Source: an optimization exercise on an open RTL-to-GDS flow (aim: a short achievable clock period and few clock cycles). Production flows keep margins and buffers that such runs may drop. Function was not checked in any run shown here: the RTL went through the layout flow alone. No activity file was given, so power comes from the tool's default toggle rates.

[design/flow/design.v]
module proj1(Clk, Rst, MemQ_IO, MemRW_IO, MemAddr_IO, MemD_IO);
input Clk;
input Rst;
input [15:0] MemQ_IO;
output MemRW_IO;
output [7:0] MemAddr_IO;
output [15:0] MemD_IO;
localparam NE = 8;       
localparam CACHE = 1;    
integer k;
reg [7:0]  addr;       
reg        we;         
reg        bf;         
reg        bo;         
reg [7:0]  npc;        
reg [15:0] iq0, iq1, iq2;
reg [1:0]  qn;         
reg e1_add, e1_or, e1_ld, e1_mul, e1_neg, e1_st, e1_jz, e1_hit;
reg [NE-1:0] e1_sel;
reg [7:0]  e1_a;
reg x_add, x_or, x_ld, x_mul, x_neg;
reg [15:0] od;         
reg x_mul2;
reg [11:0] pp_lo, pp_hi;
reg [15:0] acc;
reg [8*NE-1:0]  c_tag;
reg [16*NE-1:0] c_dat;
reg [NE-1:0] c_val;
reg [NE-1:0] c_ptr;    
assign MemAddr_IO = addr;
assign MemRW_IO = we;
assign MemD_IO = acc;
wire [15:0] prod = {pp_lo[11:4] + pp_hi, pp_lo[3:0]};
wire [15:0] sum = acc + od;
wire idle = ~(x_add | x_or | x_ld | x_neg | x_mul2);
wire [15:0] acc_nx = ({16{x_add}} & sum) | ({16{x_or}} & (acc | od)) | ({16{x_ld}} & od) |
                     ({16{x_mul2}} & prod) | ({16{x_neg}} & ~acc) | ({16{idle}} & acc);
reg [11:0] mt [0:15];
reg [11:0] plo, phi;
always @(*) begin
	plo = 12'd0;
	phi = 12'd0;
	for (k = 1; k < 16; k = k + 1) begin
		mt[k] = acc[7:0] * k;
		plo = plo | ({12{od[3:0] == k}} & mt[k]);
		phi = phi | ({12{od[7:4] == k}} & mt[k]);
	end
end
wire [15:0] cz = {acc[14:0] | od[14:0], 1'b0};
wire add_z = ((acc ^ od) == cz);
wire z = (idle & ~x_mul & (acc == 16'd0)) | (x_neg & (acc == 16'hFFFF)) | (x_ld & (od == 16'd0)) |
         (x_or & ((acc | od) == 16'd0)) | (x_add & add_z) |
         (x_mul & ((acc[7:0] == 8'd0) | (od[7:0] == 8'd0))) |
         (x_mul2 & (pp_lo == 12'd0) & (pp_hi == 12'd0));
wire redir = e1_jz & z;
reg [NE-1:0] s_hit;
reg [15:0] c_rd;
always @(*) begin
	c_rd = 16'd0;
	for (k = 0; k < NE; k = k + 1) begin
		s_hit[k] = c_val[k] & (c_tag[8*k +: 8] == addr);
		c_rd = c_rd | ({16{e1_sel[k]}} & c_dat[16*k +: 16]);
	end
end
wire c_alloc = bo | (we & ~(|s_hit));
wire [7:0] op = iq0[7:0];
wire [7:0] a  = iq0[15:8];
wire hi0    = (op[7:4] == 4'd0);
wire d_add  = hi0 & (op[3:0] == 4'd1);
wire d_or   = hi0 & (op[3:0] == 4'd2);
wire d_jz   = hi0 & (op[3:0] == 4'd4);
wire d_ld   = hi0 & (op[3:0] == 4'd5);
wire d_st   = hi0 & (op[3:0] == 4'd6);
wire d_mul  = hi0 & (op[3:0] == 4'd9);
wire d_neg  = hi0 & (op[3:0] == 4'd10);
wire d_mem  = d_add | d_or | d_ld | d_mul;
reg [NE-1:0] hitv;
always @(*)
	for (k = 0; k < NE; k = k + 1)
		hitv[k] = (CACHE != 0) & c_val[k] & (c_tag[8*k +: 8] == a) & ~(c_alloc & c_ptr[k]);
wire hit = |hitv;
wire blocked = (e1_st & (d_mem | d_st)) | (e1_mul & ~d_jz);
wire dec = (qn != 2'd0) & ~blocked & ~redir;
wire d_o = dec & d_mem & ~hit;      
wire        jmp_in = bf & (MemQ_IO[7:0] == 8'd3);    
wire [7:0]  ja     = MemQ_IO[15:8];
wire [7:0]  ja1    = ja + 8'd1;
wire [7:0]  npc1   = npc + 8'd1;
wire [7:0]  ra1    = e1_a + 8'd1;
wire        enq    = bf & ~redir & ~jmp_in;
wire [2:0]  qn_after = {1'b0, qn} - {2'b0, dec} + {2'b0, bf};
wire        may_fetch = (qn_after <= 3'd2) | redir;
wire        n_st  = e1_st;                  
wire        n_o   = ~n_st & d_o;
wire        n_f   = ~n_st & ~n_o & may_fetch;
always @(posedge Clk) begin
	if (Rst | redir) begin
		qn <= 2'd0;
	end else begin
		case ({dec, enq})
		2'b10: begin iq0 <= iq1; iq1 <= iq2; qn <= qn - 2'd1; end
		2'b01: begin
			if (qn == 2'd0) iq0 <= MemQ_IO;
			if (qn == 2'd1) iq1 <= MemQ_IO;
			if (qn == 2'd2) iq2 <= MemQ_IO;
			qn <= qn + 2'd1;
		end
		2'b11: begin
			iq0 <= (qn == 2'd1) ? MemQ_IO : iq1;
			iq1 <= (qn == 2'd2) ? MemQ_IO : iq2;
			iq2 <= MemQ_IO;
		end
		default: ;
		endcase
	end
	e1_a <= a;
	e1_sel <= hitv;
	e1_hit <= hit;
	if (Rst) begin
		{e1_add, e1_or, e1_ld, e1_mul, e1_neg, e1_st, e1_jz} <= 7'd0;
	end else begin
		{e1_add, e1_or, e1_ld, e1_mul, e1_neg, e1_st, e1_jz} <=
			{7{dec}} & {d_add, d_or, d_ld, d_mul, d_neg, d_st, d_jz};
	end
	od <= e1_hit ? c_rd : MemQ_IO;
	pp_lo <= plo;
	pp_hi <= phi;
	if (Rst) begin
		{x_add, x_or, x_ld, x_mul, x_neg, x_mul2} <= 6'd0;
		acc <= 16'd0;
	end else begin
		{x_add, x_or, x_ld, x_mul, x_neg} <= {e1_add, e1_or, e1_ld, e1_mul, e1_neg};
		x_mul2 <= x_mul;
		acc <= acc_nx;
	end
	if (Rst) begin
		addr <= 8'd0;
		npc <= 8'd1;
		we <= 1'b0;
		bo <= 1'b0;
		bf <= 1'b1;
	end else begin
		we <= n_st;
		bo <= n_o;
		bf <= n_f;
		if (n_st)
			addr <= e1_a;
		else if (n_o)
			addr <= a;
		else if (redir)
			addr <= e1_a;
		else if (jmp_in)
			addr <= ja;
		else
			addr <= npc;
		if (redir)
			npc <= n_f ? ra1 : e1_a;
		else if (jmp_in)
			npc <= n_f ? ja1 : ja;
		else if (n_f)
			npc <= npc1;
	end
	for (k = 0; k < NE; k = k + 1) begin
		if (c_alloc & c_ptr[k]) begin
			c_tag[8*k +: 8] <= addr;
			c_dat[16*k +: 16] <= bo ? MemQ_IO : acc;
		end
		if (we & s_hit[k])
			c_dat[16*k +: 16] <= acc;
	end
	if (Rst) begin
		c_val <= {NE{1'b0}};
		c_ptr <= {{(NE-1){1'b0}}, 1'b1};
	end else if (c_alloc) begin
		c_val <= c_val | c_ptr;
		c_ptr <= {c_ptr[NE-2:0], c_ptr[NE-1]};
	end
end
endmodule
[design/flow/run.sh]
#!/bin/bash
# synth_recipe.tcl (not shown) runs the flow's synth.tcl, then flattens the netlist and writes it again
# the make line also repeats each setting of config.mk as NAME=value (left out here)
make -C /OpenROAD-flow-scripts/flow DESIGN_CONFIG=/design/flow/config.mk WORK_HOME=/design/flow/orfs CLKGATE_MAP_FILE= SYNTH_SCRIPT=/design/flow/synth_recipe.tcl finish
[design/flow/config.mk]
export PLATFORM = sky130hd
export DESIGN_NAME = proj1
export DESIGN_NICKNAME = proj1
export VERILOG_FILES = /design/flow/design.v
export SDC_FILE = /design/flow/constraint.sdc
export NUM_CORES = 4
export LEC_CHECK = 0
export ABC_CLOCK_PERIOD_IN_PS = 2500
export CAP_MARGIN = 20
export CORE_MARGIN = 2
export CORE_UTILIZATION = 40
export SETUP_SLACK_MARGIN = 4.6
export SLEW_MARGIN = 20
export TNS_END_PERCENT = 100
[design/flow/constraint.sdc]
create_clock -name core_clock -period 7.0 [get_ports {Clk}]
set_input_delay 1.4000 -clock core_clock [delete_from_list [all_inputs] [get_ports {Clk}]]
set_output_delay 1.4000 -clock core_clock [all_outputs]
set_load 0.01 [all_outputs]
==> results.sh, run 1 <==
export IMPL_r2r_setup_slack_ns=2.75
export IMPL_final_cell_mix="nor2_1 (257), edfxtp_1 (240), a21oi_1 (214)"
export IMPL_clock_fmax_ghz=0.235
export IMPL_gp_congestion=1.05
export IMPL_insertion_delay_ns=0.60
export IMPL_drt_total_wl_mm=94.8
export IMPL_p_seq_share_pct=34.2
export IMPL_drt_iter0_drc=2590
export IMPL_yosys_warnings=2
export IMPL_pin_count=43
export IMPL_start_kind="register"
export IMPL_design_core_area_sq_um=57900
export IMPL_worstPathArrival_ns=4.74
export IMPL_netlist_instances=2487
export IMPL_path_delay_family="adder cells"
export IMPL_crit_path_max_fanout=6
export IMPL_drc=0
export IMPL_drt_wirelength_per_cell_um=26.9
export IMPL_clockBufferDepth=3
export IMPL_finalCriticalPeriod_ns=4.25
export IMPL_p_clk_share_pct=28.7
export IMPL_synth_flop_cell="edfxtp_1"
export IMPL_vias=21834
export IMPL_clock_sinks=363
export IMPL_routed_via_density=6.20
export IMPL_area_delta_synth_final_pct=34.4
export IMPL_setup_tns_ns=0
export IMPL_ctsHtreeMaxLevel=2
export IMPL_grt_max_degree=64
export IMPL_hold_violations=0
export IMPL_initial_core_util_pct=40.6
export IMPL_cts_root_buffer="clkbuf_16"
export IMPL_nNetsFinal=2899
export IMPL_async_reset_ff_share_pct=0
export IMPL_syn_nets=2665
export IMPL_power_mw=8.10
export IMPL_cp_common_cell="ha_4"
export IMPL_grt_util_all_layers_pct=29.5
export IMPL_grt_use_met1_pct=37.9
export IMPL_rows=88
export IMPL_stdcell_area_sq_um=31600
export IMPL_status="no timing/DRC/antenna violations"
export IMPL_antenna_cells=0
export IMPL_whs_ns=0.437
export IMPL_rsz0062_at_grt="true"
export IMPL_grt_pass1_wl_mm=134
export IMPL_layout_commonest_cell="nor2_1"
export IMPL_intPower_mw=5.44
export IMPL_syn_avg_cell_area_sq_um=9.45
export IMPL_ys_types=88
export IMPL_use_met3_pct=5.39
export IMPL_p_sw_mw=2.65
export IMPL_synth_edff_count=240
export IMPL_gr_total_overflow=0
export IMPL_gr_usage_met2_pct=48.3
export IMPL_cts_inserted_buffers=43
export IMPL_drv_cap=0
export IMPL_clk_pin_slew_ns=0.07
export IMPL_dr_pass1_iters=8
export IMPL_slew_headroom_pct=21.2
export IMPL_top_usage_layer="met2"
export IMPL_yosysSeqAreaShare_pct=41.1
export IMPL_hp_class="register to register"
export IMPL_die_h_um=246
export IMPL_period_share_pct=60.8
export IMPL_synth_area_sq_um=23500
export IMPL_synth_seq_cells=363
export IMPL_antenna_left=0
export IMPL_crit_slowest_cell="or4_4"
export IMPL_path_class="register to register"
export IMPL_placed_area_sq_um=24900
export IMPL_p_leak_nw=12.3
export IMPL_final_setup_viol_count=0
export IMPL_endpoint_kind="register"
export IMPL_portBuffers=42
export IMPL_grt_pass1_vias=20554
export IMPL_vdd_drop_max_mv=0.305
export IMPL_fill_cells=5010
export IMPL_critical_path_buf_inv_count=6
export IMPL_comb_power_share_pct=37.0
export IMPL_power_density_nw_per_um2=256
export IMPL_slew_violations=0
export IMPL_cp_cell_sequence="clkinvlp_4 -> ha_4 -> xnor2_1 -> or4_4 -> nor4_4 -> o31ai_4 -> buf_6 -> inv_4 -> nor2_4 -> ha_4 -> inv_2 -> ha_4 -> inv_2 -> fa_2 -> o21ai_4 -> a21oi_2 -> o21ai_4 -> buf_6 -> o211ai_1 -> a21boi_2 -> a221oi_1"
export IMPL_cp_slowest_stage_delay_ns=0.49
export IMPL_dp_hpwl_mm=55.8
export IMPL_sw_frac_of_total_pct=32.8
export IMPL_fin_skew_ns=0.0306
export IMPL_grt_antenna_before_repair=1
export IMPL_dieArea_sq_um=60700
export IMPL_drive_gt1_share_pct=28.7
export IMPL_cts_tree="done"
export IMPL_holdBufCountCts=0
export IMPL_fp_dieW_um=246
export IMPL_critPathRequiredTime_ns=7.49
export IMPL_worstMarginPinSlew_ns=1.17
==> final timing paths <==
path / startpoint / to / cells past startpoint
min: e1_add$_SDFF_PP0_ / x_add$_SDFF_PP0_ / 1
max reg2reg: acc[5]$_SDFF_PP0_ / npc[2]$_SDFFE_PP0P_ / 21
min reg2reg: e1_add$_SDFF_PP0_ / x_add$_SDFF_PP0_ / 1
max: acc[5]$_SDFF_PP0_ / npc[2]$_SDFFE_PP0P_ / 21
==> state kept, by name (all words and copies together) (netlist names), 12 cells and up <==
name and cells:
iq1 16, acc 16, pp_lo 12, c_dat 128
od 16, iq2 16, c_tag 64, pp_hi 12
iq0 16
==> cell usage after synthesis, drive strengths merged (5+ instances only) <==
master   instances  area (sq um)
a211o            5          43.8
a211oi           8          65.1
a21o            21           158
a21oi          240          1200
a221oi          57           499
a22o            53           464
a22oi           49           368
a2bb2oi          6          52.6
a31oi           39           244
a32oi            5          43.8
and2             8          50.1
and3             8          50.1
buf             34           170
clkbuf         123           462
dfxtp          123          2460
edfxtp         240          7210
fa              37           741
ha             123          1540
inv            115           432
mux2            48           541
mux2i           30           300
nand2          224           841
nand2b          19           119
nand3           58           290
nand4           38           238
nor2           272          1040
nor2b           17           106
nor3            51           265
nor4            18           128
o211ai          18           154
o21ai           61           309
o21bai          15           113
o22ai           22           138
or4             10          78.8
xnor2          157          1380
xor2            65           569
==> area by class of cell <==
type                       count  area [sq um]  share of cell area [%]
clock buffer                  54          1180                    3.74
clock inverter                26           284                   0.899
inverter                     119           538                    1.70
multi-input combinational   1858         14900                    47.0
sequential                   363          9790                    31.0
tap                          765           957                    3.03
timing repair buffer         333          3950                    12.5
timing repair inverter         3          22.5                  0.0713
==> per-layer routing <==
layer | share of wire, % | vias to the layer above | routed length, um
li1 | - | 9525 | -
met1 | 38 | 10703 | 35900
met4 | 5.7 | 2 | 5430
met2 | 47 | 1328 | 44200
met3 | 9.8 | 276 | 9300
met5 | 0.0084 | - | 8
==> cells by family after synthesis <==
group	after synthesis	share of synthesized area [%]
fa+ha+maj	160	9.70
mux	80	3.77
simple gates	748	14.6
xor+xnor	222	8.27
flops	363	41.1
compound gates	638	18.0
buf+inv	276	4.59
==> through the flow <==
stage | std cells | worst slack, ns | utilization, %
floorplan | 2487 | 2.35 | -
global placement | 3165 | 1.63 | 42.9
detailed placement | 3165 | 1.59 | 42.9
CTS | 3457 | 2.75 | 51.9
global route | 3521 | 2.58 | 54.5
finish | 3521 | 2.75 | 54.5
==> power by group through the flow <==
stage	sequential (mW)	combinational [mW]	clock (mW)
global route	2.79	3.17	2.44
floorplan	2.74	1.59	0
finish	2.77	3.00	2.33
CTS	2.76	2.78	2.35
global placement	3.01	1.68	0
detailed placement	3.01	1.72	0
==> repair_timing <==
item,CTS,global route
cloned,11,14
setup buffers,201,50
gates resized for setup,467,185
pin swaps,108,70
setup endpoints to repair,477,483
==> inputs of run 2 (changes only) <==
--- a/design/flow/design.v
+++ b/design/flow/design.v
@@ -7,6 +7,7 @@
 output [15:0] MemD_IO;
 localparam NE = 8;       
 localparam CACHE = 1;    
+localparam NI = 16;      
 integer k;
 reg [7:0]  addr;       
 reg        we;         
@@ -27,6 +28,10 @@
 reg [16*NE-1:0] c_dat;
 reg [NE-1:0] c_val;
 reg [NE-1:0] c_ptr;    
+reg [8*NI-1:0]  i_tag;
+reg [16*NI-1:0] i_dat;
+reg [NI-1:0] i_val;
+reg [NI-1:0] i_ptr;    
 assign MemAddr_IO = addr;
 assign MemRW_IO = we;
 assign MemD_IO = acc;
@@ -52,7 +57,8 @@
          (x_or & ((acc | od) == 16'd0)) | (x_add & add_z) |
          (x_mul & ((acc[7:0] == 8'd0) | (od[7:0] == 8'd0))) |
          (x_mul2 & (pp_lo == 12'd0) & (pp_hi == 12'd0));
-wire redir = e1_jz & z;
+reg        redir;
+reg [7:0]  jz_a;
 reg [NE-1:0] s_hit;
 reg [15:0] c_rd;
 always @(*) begin
@@ -63,6 +69,7 @@
 	end
 end
 wire c_alloc = bo | (we & ~(|s_hit));
+wire c_busy = bo | we;     
 wire [7:0] op = iq0[7:0];
 wire [7:0] a  = iq0[15:8];
 wire hi0    = (op[7:4] == 4'd0);
@@ -77,20 +84,38 @@
 reg [NE-1:0] hitv;
 always @(*)
 	for (k = 0; k < NE; k = k + 1)
-		hitv[k] = (CACHE != 0) & c_val[k] & (c_tag[8*k +: 8] == a) & ~(c_alloc & c_ptr[k]);
+		hitv[k] = (CACHE != 0) & c_val[k] & (c_tag[8*k +: 8] == a) & ~(c_busy & c_ptr[k]);
 wire hit = |hitv;
-wire blocked = (e1_st & (d_mem | d_st)) | (e1_mul & ~d_jz);
+wire blocked = (e1_st & d_mem & ~(hit & (a != e1_a))) | (e1_mul & ~d_jz);
 wire dec = (qn != 2'd0) & ~blocked & ~redir;
 wire d_o = dec & d_mem & ~hit;      
+reg [NI-1:0] ih_n, ih_r, ih_a;
+reg [15:0] iw;
+always @(*) begin
+	iw = 16'd0;
+	for (k = 0; k < NI; k = k + 1) begin
+		ih_n[k] = i_val[k] & (i_tag[8*k +: 8] == npc);     
+		ih_r[k] = i_val[k] & (i_tag[8*k +: 8] == jz_a);    
+		ih_a[k] = i_val[k] & (i_tag[8*k +: 8] == addr);    
+		iw = iw | ({16{ih_n[k]}} & i_dat[16*k +: 16]);
+	end
+end
+wire i_fill = bf & ~(|ih_a);
+wire i_jmp = (iw[7:0] == 8'd3);
 wire        jmp_in = bf & (MemQ_IO[7:0] == 8'd3);    
 wire [7:0]  ja     = MemQ_IO[15:8];
 wire [7:0]  ja1    = ja + 8'd1;
 wire [7:0]  npc1   = npc + 8'd1;
-wire [7:0]  ra1    = e1_a + 8'd1;
-wire        enq    = bf & ~redir & ~jmp_in;
-wire [2:0]  qn_after = {1'b0, qn} - {2'b0, dec} + {2'b0, bf};
-wire        may_fetch = (qn_after <= 3'd2) | redir;
-wire        n_st  = e1_st;                  
+wire [7:0]  ra1    = jz_a + 8'd1;
+wire        ie     = ~bf & (|ih_n) & ~redir & ((qn != 2'd3) | dec);
+wire        enq    = (bf & ~redir & ~jmp_in) | (ie & ~i_jmp);
+wire [15:0] qw     = bf ? MemQ_IO : iw;
+wire        room0  = (qn[1] == 1'b0) | ((qn == 2'd2) & ~bf);    
+wire        room1  = (qn != 2'd3) | ~bf;                         
+wire        room   = dec ? room1 : room0;
+wire        f_hit  = redir ? (|ih_r) : (~jmp_in & (|ih_n));
+wire        may_fetch = (room | redir) & ~ie & ~f_hit;
+wire        n_st  = e1_st & ~redir;         
 wire        n_o   = ~n_st & d_o;
 wire        n_f   = ~n_st & ~n_o & may_fetch;
 always @(posedge Clk) begin
@@ -100,19 +125,24 @@
 		case ({dec, enq})
 		2'b10: begin iq0 <= iq1; iq1 <= iq2; qn <= qn - 2'd1; end
 		2'b01: begin
-			if (qn == 2'd0) iq0 <= MemQ_IO;
-			if (qn == 2'd1) iq1 <= MemQ_IO;
-			if (qn == 2'd2) iq2 <= MemQ_IO;
+			if (qn == 2'd0) iq0 <= qw;
+			if (qn == 2'd1) iq1 <= qw;
+			if (qn == 2'd2) iq2 <= qw;
 			qn <= qn + 2'd1;
 		end
 		2'b11: begin
-			iq0 <= (qn == 2'd1) ? MemQ_IO : iq1;
-			iq1 <= (qn == 2'd2) ? MemQ_IO : iq2;
-			iq2 <= MemQ_IO;
+			iq0 <= (qn == 2'd1) ? qw : iq1;
+			iq1 <= (qn == 2'd2) ? qw : iq2;
+			iq2 <= qw;
 		end
 		default: ;
 		endcase
 	end
+	jz_a <= e1_a;
+	if (Rst)
+		redir <= 1'b0;
+	else
+		redir <= e1_jz & z & ~redir;
 	e1_a <= a;
 	e1_sel <= hitv;
 	e1_hit <= hit;
@@ -129,7 +159,7 @@
 		{x_add, x_or, x_ld, x_mul, x_neg, x_mul2} <= 6'd0;
 		acc <= 16'd0;
 	end else begin
-		{x_add, x_or, x_ld, x_mul, x_neg} <= {e1_add, e1_or, e1_ld, e1_mul, e1_neg};
+		{x_add, x_or, x_ld, x_mul, x_neg} <= {5{~redir}} & {e1_add, e1_or, e1_ld, e1_mul, e1_neg};
 		x_mul2 <= x_mul;
 		acc <= acc_nx;
 	end
@@ -148,15 +178,17 @@
 		else if (n_o)
 			addr <= a;
 		else if (redir)
-			addr <= e1_a;
+			addr <= jz_a;
 		else if (jmp_in)
 			addr <= ja;
 		else
 			addr <= npc;
 		if (redir)
-			npc <= n_f ? ra1 : e1_a;
+			npc <= n_f ? ra1 : jz_a;
 		else if (jmp_in)
 			npc <= n_f ? ja1 : ja;
+		else if (ie)
+			npc <= i_jmp ? iw[15:8] : npc1;
 		else if (n_f)
 			npc <= npc1;
 	end
@@ -168,6 +200,19 @@
 		if (we & s_hit[k])
 			c_dat[16*k +: 16] <= acc;
 	end
+	for (k = 0; k < NI; k = k + 1)
+		if (i_fill & i_ptr[k]) begin
+			i_tag[8*k +: 8] <= addr;
+			i_dat[16*k +: 16] <= MemQ_IO;
+		end
+	if (Rst) begin
+		i_val <= {NI{1'b0}};
+		i_ptr <= {{(NI-1){1'b0}}, 1'b1};
+	end else if (i_fill) begin
+		i_val <= i_val | i_ptr;
+		i_ptr <= {i_ptr[NI-2:0], i_ptr[NI-1]};
+	end else if (we)
+		i_val <= i_val & ~ih_a;
 	if (Rst) begin
 		c_val <= {NE{1'b0}};
 		c_ptr <= {{(NE-1){1'b0}}, 1'b1};
==> run 2 against run 1 <==
Register-to-register slack improved by 0.32 ns. Critical path depth rose by 1. First-iteration DRC count rose by 110%. Count of clock-buffer cells in the layout rose by 60. Clock skew rose by 0.033 ns. Worst setup slack improved by 0.32 ns. Synthesized cell count rose by 53%. Wire length rose by 96%. Maximum frequency rose by 8.2%. Largest power group is now sequential cells. Via count rose by 71%. Global-route usage rose by 1.5 points. Die area rose by 80%.
==> results.sh, run 2 <==
export IMPL_status="no timing/DRC/antenna violations"
export IMPL_gp_congestion=0.929
export IMPL_top_register="i_dat"
export IMPL_dp_hpwl_mm=89.8
export IMPL_synth_most_common_cell="edfxtp_1"
export IMPL_synth_edff_count=624
export IMPL_design_core_area_sq_um=105000
export IMPL_rsz0062_at_grt="true"
export IMPL_worstMarginPinSlew_ns=1.25
export IMPL_pin_count=43
export IMPL_finalNonFillerCells=5900
export IMPL_p_leak_nw=22.1
export IMPL_drt_wirelength_per_cell_um=31.5
export IMPL_drv_cap=0
export IMPL_async_reset_ff_share_pct=0
export IMPL_largestRegisters="i_dat (256), c_dat (128), i_tag (128)"
export IMPL_syn_nets=3991
export IMPL_final_setup_viol_count=0
export IMPL_pre_cts_slack_ns=1.65
export IMPL_yosysSeqAreaShare_pct=51.7
export IMPL_clock_fmax_ghz=0.254
export IMPL_slew_violations=0
export IMPL_final_cell_mix="edfxtp_1 (624), xnor2_1 (426), buf_4 (274)"
export IMPL_ctsHtreeMaxLevel=3
export IMPL_cts_root_buffer="clkbuf_16"
export IMPL_clockBufferDepth=3
export IMPL_fill_cells=8226
export IMPL_drt_total_wl_mm=186
export IMPL_die_h_um=330
export IMPL_fin_util_pct=56.8
export IMPL_worstSetupStartpoint="npc[6]$_SDFFE_PP0P_"
export IMPL_yosys_warnings=2
export IMPL_drc=0
export IMPL_r2r_start="npc[6]$_SDFFE_PP0P_"
export IMPL_post_synth_top_area_cell="edfxtp_1"
export IMPL_grt_util_all_layers_pct=31.0
export IMPL_syn_avg_cell_area_sq_um=11.2
export IMPL_cts_inserted_buffers=85
export IMPL_grt_pass1_wl_mm=246
export IMPL_setup_tns_ns=0
export IMPL_dieArea_sq_um=109000
export IMPL_synth_seq_cells=788
export IMPL_power_density_nw_per_um2=261
export IMPL_grt_max_degree=65
export IMPL_rows=119
export IMPL_drt_iter0_drc=5440
export IMPL_endpoint_kind="register"
export IMPL_grt_pass1_vias=34812
export IMPL_insertion_delay_ns=0.71
export IMPL_vias=37401
export IMPL_largest_reg_flops=256
export IMPL_setup_slack_ns=3.07
export IMPL_antenna_left=0
export IMPL_fp_dieW_um=330
export IMPL_critPathRequiredTime_ns=7.43
export IMPL_period_share_pct=56.2
export IMPL_synth_top_area_share_pct=44.0
export IMPL_cts_tree="done"
export IMPL_initial_core_util_pct=40.4
export IMPL_synth_common_cells="edfxtp_1 (624), xnor2_1 (457), nor2_1 (343)"
export IMPL_dp_cells=5129
export IMPL_gr_total_overflow=0
export IMPL_path_class="register to register"
export IMPL_clock_sinks=788
export IMPL_grt_antenna_before_repair=9
export IMPL_drive_gt1_share_pct=34.1
export IMPL_ys_types=83
export IMPL_vdd_drop_max_mv=0.260
export IMPL_nNetsFinal=4612
export IMPL_portBuffers=42
export IMPL_hold_violations=0
export IMPL_area_delta_synth_final_pct=40.5
export IMPL_start_kind="register"
export IMPL_slew_headroom_pct=16.4
export IMPL_clk_pin_slew_ns=0.06
export IMPL_synth_area_sq_um=42600
export IMPL_netlist_instances=3815
export IMPL_synthTopCellsByArea="edfxtp_1 (44%), xnor2_1 (9.4%), dfxtp_1 (7.7%)"
export IMPL_fin_skew_ns=0.0637
export IMPL_finalCriticalPeriod_ns=3.93
export IMPL_synth_flop_cell="edfxtp_1"
export IMPL_min_from="e1_a[4]$_DFF_P_"
export IMPL_routed_via_density=6.34
export IMPL_dr_pass1_iters=18
export IMPL_hp_class="register to register"
export IMPL_crit_path_max_fanout=7
export IMPL_worstPathArrival_ns=4.36
export IMPL_layout_commonest_cell="edfxtp_1"
export IMPL_power_mw=15.6
run 2: changes by cell type after synthesis, sizes merged, moves of 30 or more:
cell    change
dfxtp      +41
buf        +59
nor2       +71
nand4      +81
xnor2     +300
edfxtp    +384
xor2       +97
mux2i      +34
o21ai      +30
a22oi     +116
nor4       +37
run 2: kinds of logic (layout without fill, tap and decap cells):
group           count (synthesis)  in the layout  share of synthesized area (%)
simple gates                  962            981                           10.8
other cells                     0              3                              0
flops                         788            788                           51.7
fa+ha+maj                     158            158                           5.28
buf+inv                       366           1038                           3.78
xor+xnor                      619            619                           12.7
compound gates                812            812                           12.8
mux                           110            110                           2.81
run 2: stage by stage:
step                area [sq um]  hold WS (ns)
floorplan                  43800         0.349
global placement           45300         0.369
detailed placement         45400         0.370
CTS                        56000         0.338
global route               59800         0.363
finish                     59800         0.349
run 2: critical path, cell delays in order, from the launching register on:
cell     delay [ns]
dfxtp_4        0.35
buf_12         0.14
buf_12         0.14
buf_6          0.11
xnor2_2        0.12
nand4_1        0.16
nor4_4         0.08
buf_12         0.16
a22oi_1        0.16
nand2_1        0.14
or4_4          0.53
nor4b_4        0.16
nand2_1        0.10
nand2_2        0.07
o21ai_4        0.12
ha_4           0.26
buf_6          0.13
nor2_4         0.04
buf_12         0.13
buf_4          0.13
buf_6          0.11
a22oi_2        0.19
o21ai_1        0.10
run 2: worst paths after layout:
path / slack, ns / cells past startpoint / endpoint
max: 3.07 / 22 / iq1[13]$_DFFE_PP_
min: 0.35 / 0 / jz_a[4]$_DFF_P_
max reg2reg: 3.07 / 22 / iq1[13]$_DFFE_PP_
min reg2reg: 0.35 / 0 / jz_a[4]$_DFF_P_
run 2: layout make-up:
cell class	instances	area [sq um]	share of cell area [%]
Antenna cell	3	7.51	0.0125
Tap cell	1391	1740	2.91
Inverter	145	631	1.05
Clock buffer	114	2240	3.74
Sequential cell	788	22200	37.0
Multi-Input combinational cell	2680	23100	38.6
Clock inverter	43	372	0.621
Timing Repair Buffer	736	9610	16.1
run 2: metal layers:
metal / GRT usage (%) / vias up / routed length (um)
met3: 6.92 / 811 / 23100
li1: - / 15283 / -
met1: 39.9 / 18393 / 65900
met4: 16.8 / 4 / 14100
met2: 48.7 / 2910 / 82500
met5: 0 / - / 25
run 2: report_power, final:
group | switching [mW] | total (mW) | internal [mW]
Clock | 2.01 | 4.36 | 2.35
Combinational | 2.82 | 5.36 | 2.54
Sequential | 0.373 | 5.92 | 5.54
Total | 5.20 | 15.6 | 10.4
run 2: timing repair:
item,CTS,global route
hold buffers,0,0
setup endpoints to repair,935,930
gates resized for setup,803,524
cloned,68,37
pin swaps,170,188
buffers inserted,401,105

afterwards: timing with drivers on the ports:
How much do the figures lean on ideal ports? The routed layouts below were timed once more, with nothing changed but the port constraints. Step 1 assumes that a clkbuf_16 drives the clock port and a buf_2 every other input. Step 2 times the ports against the registers' clock, not the clock port: input delays grow and output delays shrink by t, the midpoint of the rising clock arrivals with the driver on. a / b / c = no drivers / after step 1 / after step 2; a / b = the first two.
| run | shift t [ns] | setup WS [ns] | worst setup path after step 2 | clock arrival spread, ns |
|---|---|---|---|---|
| run 1 | 0.644 | 2.747 / 2.747 / 2.747 | register to register | 0.031 / 0.032 |
| run 2 | 0.742 | 3.069 / 3.069 / 2.794 | input to register | 0.064 / 0.063 |
After both steps every run listed still meets setup and hold. For run 2, which loses most, drivers alone change the setup slack by 0.000 ns; drivers and shift together by -0.275 ns.
